What follows belongs to an exercise in optimizing a design on an open flow for small area; a production flow would make more cautious choices.
Where RTL was checked, it was by simulation tests only, not by an equivalence proof against the original.
Power and IR drop assume default switching activity.

Design impl_top, start of the top module:
module impl_top (
input               clk     ,
input               sw_0    ,
input   wire        uart_rxd,
output  wire        uart_txd,
output  wire [7:0]  led,
output  wire uart_rx_break,
output  wire uart_rx_valid,
output  wire uart_tx_busy,
output  wire uart_rx_fe,
output  wire uart_rx_pe,
output  wire [10:0] uart_rx_data,
output  wire [199:0] sbus_frame,
output  wire sbus_frame_valid
);
==> module impl_top, before the edit <==
module impl_top (
input               clk     ,
input               sw_0    ,
input   wire        uart_rxd,
output  wire        uart_txd,
output  wire [7:0]  led,
output  wire uart_rx_break,
output  wire uart_rx_valid,
output  wire uart_tx_busy,
output  wire uart_rx_fe,
output  wire uart_rx_pe,
output  wire [10:0] uart_rx_data,
output  wire [199:0] sbus_frame,
output  wire sbus_frame_valid
);
wire rst = !sw_0;
reg rxd_0, rxd_1;
always @(posedge clk) begin
    rxd_0 <= uart_rxd | rst;
    rxd_1 <= rxd_0;
end
reg [8:0] r_cnt;
reg [3:0] r_ph;
wire r_idle = r_ph == 4'd0;
wire r_stop = r_ph == 4'd13;
wire r_c500 = r_cnt == 9'd67;
wire r_c250 = r_cnt == 9'd358;
wire r_valid = r_stop && r_c250;
always @(posedge clk) begin
    if (r_idle || r_c500 || r_valid)
        r_cnt <= 9'd0;
    else
        r_cnt <= {r_cnt[7:0], ~(r_cnt[8] ^ r_cnt[4])};
end
wire r_adv = (r_idle && !rxd_1) || r_c500;
always @(posedge clk) begin
    if (rst || r_valid)
        r_ph <= 4'd0;
    else
        r_ph <= r_ph + r_adv;
end
reg [10:0] r_sr;
always @(posedge clk) begin
    if (r_c250 && !r_stop)
        r_sr <= {rxd_1, r_sr[10:1]};
end
reg r_sel;
always @(posedge clk) begin
    r_sel <= r_stop && r_cnt != 9'd0;
end
reg seen;
always @(posedge clk) begin
    if (rst)
        seen <= 1'b0;
    else if (r_valid)
        seen <= 1'b1;
end
reg [7:0] d_lo;      
reg [2:0] d_hi;
always @(posedge clk) begin
    if (rst)
        d_lo <= 8'hF0;
    else if (r_valid)
        d_lo <= r_sr[7:0];
end
always @(posedge clk) begin
    if (r_valid)
        d_hi <= r_sr[10:8];
end
wire [10:0] d_reg = {d_hi, d_lo};
assign uart_rx_data = r_sel ? r_sr
                            : {d_reg[10:4] & {7{seen}}, d_reg[3:0]};
assign led = d_reg[7:0];
assign uart_rx_valid = r_valid;
assign uart_rx_break = r_valid && ~|r_sr;
assign uart_rx_pe = ^uart_rx_data[8:0];
assign uart_rx_fe = ~&uart_rx_data[10:9];
reg [8:0] t_cnt;
reg [3:0] t_ph;
wire t_idle = t_ph == 4'd0;
wire t_c500 = t_cnt == 9'd67;
always @(posedge clk) begin
    if (t_c500)
        t_cnt <= 9'd0;
    else
        t_cnt <= t_idle ? {7'd0, seen, seen} : {t_cnt[7:0], ~(t_cnt[8] ^ t_cnt[4])};
end
wire t_tail = t_ph == 4'd13;
wire t_adv = (t_idle && r_valid) || t_c500;
always @(posedge clk) begin
    if (rst || (t_tail && t_cnt[0]))
        t_ph <= 4'd0;
    else
        t_ph <= t_ph + t_adv;
end
reg t_bit;
always @(*) begin
    case (t_ph)
        4'd2 : t_bit = d_reg[0];
        4'd3 : t_bit = d_reg[1];
        4'd4 : t_bit = d_reg[2];
        4'd5 : t_bit = d_reg[3];
        4'd6 : t_bit = d_reg[4];
        4'd7 : t_bit = d_reg[5];
        4'd8 : t_bit = d_reg[6];
        4'd9 : t_bit = d_reg[7];
        4'd10: t_bit = d_reg[8];
        4'd11: t_bit = d_reg[9];
        4'd12: t_bit = d_reg[10];
        4'd13: t_bit = d_reg[10] | t_cnt[0];
        4'd1 : t_bit = 1'b0;
        default: t_bit = 1'b1;
    endcase
end
reg txd_reg;
always @(posedge clk) begin
    txd_reg <= t_bit;
end
assign uart_txd = txd_reg;
assign uart_tx_busy = !t_idle;
wire [183:0] w_n;     
reg         w_hdr;    
reg [183:0] f_n;      
reg         f_cap;    
reg         f_vld_n;
wire [7:0] w_in_n = ~{d_reg[7:1], d_reg[0] | !seen};
reg [22:0]  w0_n;     
reg [160:0] wx_n;     
always @(posedge clk) begin
    if (rst)
        w0_n <= 23'd0;
    else if (r_valid)
        w0_n <= {w_in_n[0], w0_n[22:1]};
end
always @(posedge clk) begin
    if (r_valid)
        wx_n <= {w_in_n[7:1], wx_n[160:7]};
end
genvar k;
generate
    for (k = 0; k < 23; k = k + 1) begin : g_win
        assign w_n[8*k+7:8*k] = {wx_n[7*k+6:7*k], w0_n[k]};
    end
endgenerate
always @(posedge clk) begin
    if (rst)
        w_hdr <= 1'b0;
    else if (r_valid)
        w_hdr <= w_n[7:0] == 8'h0F;
end
wire match = w_hdr && d_reg[7:0] == 8'h00;
always @(posedge clk) begin
    if (match)
        f_n <= w_n;
end
always @(posedge clk) begin
    if (rst)
        f_cap <= 1'b0;
    else
        f_cap <= f_cap | match;
end
always @(posedge clk) begin
    f_vld_n <= !match;
end
assign sbus_frame = {{8{!f_cap}}, ~(f_n & {184{f_cap}}), 4'hF, {4{!f_cap}}};
assign sbus_frame_valid = f_vld_n;
endmodule
==> flow/config.mk <==
export PLATFORM = sky130hd
export DESIGN_NAME = impl_top
export DESIGN_NICKNAME = impl_top
export VERILOG_FILES = /design/flow/design.v
export SDC_FILE = /design/flow/constraint.sdc
export NUM_CORES = 4
export LEC_CHECK = 0
export CAP_MARGIN = 20
export CORE_MARGIN = 2
export CORE_UTILIZATION = 65
export SLEW_MARGIN = 20
==> flow/constraint.sdc <==
create_clock -name core_clock -period 10.0 [get_ports {clk}]
set_input_delay 2.0000 -clock core_clock [delete_from_list [all_inputs] [get_ports {clk}]]
set_output_delay 2.0000 -clock core_clock [all_outputs]
set_load 0.01 [all_outputs]
standard.sh (not shown) runs the stock make flow with config.mk's settings and CLKGATE_MAP_FILE= SYNTH_SCRIPT=/design/flow/synth_recipe.tcl, a recipe that flattens the netlist after the stock synthesis.
==> flow/flow/run.sh <==
#!/bin/bash
# The standard flow (standard.sh) with three changes:
#  - after the standard synthesis (unchanged, so every register keeps its
#    name and cell), the combinational cells are mapped again by ABC with an
#    area-oriented script (resyn.log); the flip-flops are not touched;
#  - port buffers use the smallest buffer cell;
#  - the clock tree is built from clkbuf_4 cells in small sink clusters,
#    without dummy loads.
set -euo pipefail
KNOBS=(
  "BUFFER_PORTS_ARGS=-buffer_cell sky130_fd_sc_hd__buf_1"
  "CTS_ARGS=-sink_clustering_enable -repair_clock_nets -dont_use_dummy_load -buf_list sky130_fd_sc_hd__clkbuf_4 -sink_clustering_size 10 -sink_clustering_max_diameter 60"
)
bash standard.sh "${KNOBS[@]}" synth > flow_synth.log 2>&1

RES=orfs/results/$FLOW_PLATFORM/impl_top/base
LIB=$FLOW_HOME/platforms/$FLOW_PLATFORM/lib/sky130_fd_sc_hd__tt_025C_1v80.lib
YOSYS=$(command -v yosys || echo "$FLOW_HOME/../tools/install/yosys/bin/yosys")
python3 flow/cellmodels.py "$LIB" cellmodels.v > cellmodels.log 2>&1
cp $RES/1_2_yosys.v 1_2_yosys_standard.v
cat > abc_area.script <<EOS
strash
dch -f
amap
topo
EOS
cat > resyn.ys <<EOS
read_liberty -lib $LIB
read_verilog 1_2_yosys_standard.v
hierarchy -top $FLOW_TOP
techmap -map cellmodels.v
opt -purge
techmap
opt -purge
abc -liberty $LIB -dont_use *lpflow* -dont_use *probe* -script abc_area.script
opt_clean -purge
hilomap -singleton -hicell sky130_fd_sc_hd__conb_1 HI -locell sky130_fd_sc_hd__conb_1 LO
insbuf -buf sky130_fd_sc_hd__buf_4 A X
check -assert -mapped
stat -liberty $LIB
write_verilog -noattr -nohex -nodec 1_2_yosys_resyn.v
EOS
"$YOSYS" -s resyn.ys > resyn.log 2>&1
cp 1_2_yosys_resyn.v $RES/1_2_yosys.v
rm -f $RES/1_synth.odb $RES/1_synth.sdc

bash standard.sh "${KNOBS[@]}" finish > flow.log 2>&1
Other scripts of this flow, unchanged in this note and not shown: flow/flow/cellmodels.py
Then changed:
--- a/flow/design.v
+++ b/flow/design.v
@@ -123,14 +123,14 @@
 reg [183:0] f_n;      
 reg         f_cap;    
 reg         f_vld_n;
 wire [7:0] w_in_n = ~{d_reg[7:1], d_reg[0] | !seen};
 reg [22:0]  w0_n;     
 reg [160:0] wx_n;     
-always @(posedge clk) begin
-    if (rst)
+always @(posedge clk or negedge sw_0) begin
+    if (!sw_0)
         w0_n <= 23'd0;
     else if (r_valid)
         w0_n <= {w_in_n[0], w0_n[22:1]};
 end
 always @(posedge clk) begin
     if (r_valid)
Outcome: Register-to-register slack is worse by 490 ps; via count fell slightly; core utilization rose by 0.20 points; power rose slightly; final area stays flat; sequential power barely changes; synthesized area rose slightly; worst hold slack is worse by 7.5 ps; final cell count fell slightly; critical path depth rose by 2; maximum frequency is about the same; global-route usage stays flat; routed wire length fell slightly.
Function not checked in the first run of this note: the RTL went through the layout flow alone.

afterwards: timing with drivers on the ports:
The flow's constraints put no driver on any port. The routed layouts listed below were extracted and timed again, unchanged, in two steps. Step 1: set_driving_cell puts a clkbuf_16 on clk and a buf_2 on each other input, an assumption about the parent block. Step 2, shift: input delay + t, output delay - t, t = (earliest + latest rising clock arrival at the registers) / 2. This alone moves slack from input paths to output paths. a / b / c = no drivers / after step 1 / after step 2; a / b = the first two.
run | t, ns | slack for setup (ns) | worst register clock-pin slew, ns | worst slew at a driven data input, ns
the first run | 0.669 | 4.957 / 4.913 / 5.582 | 0.11 / 0.11 | 0.03
the second run | 0.664 | 4.948 / 4.905 / 5.569 | 0.11 / 0.11 | 0.03
After both steps setup and hold are still met in every run listed.
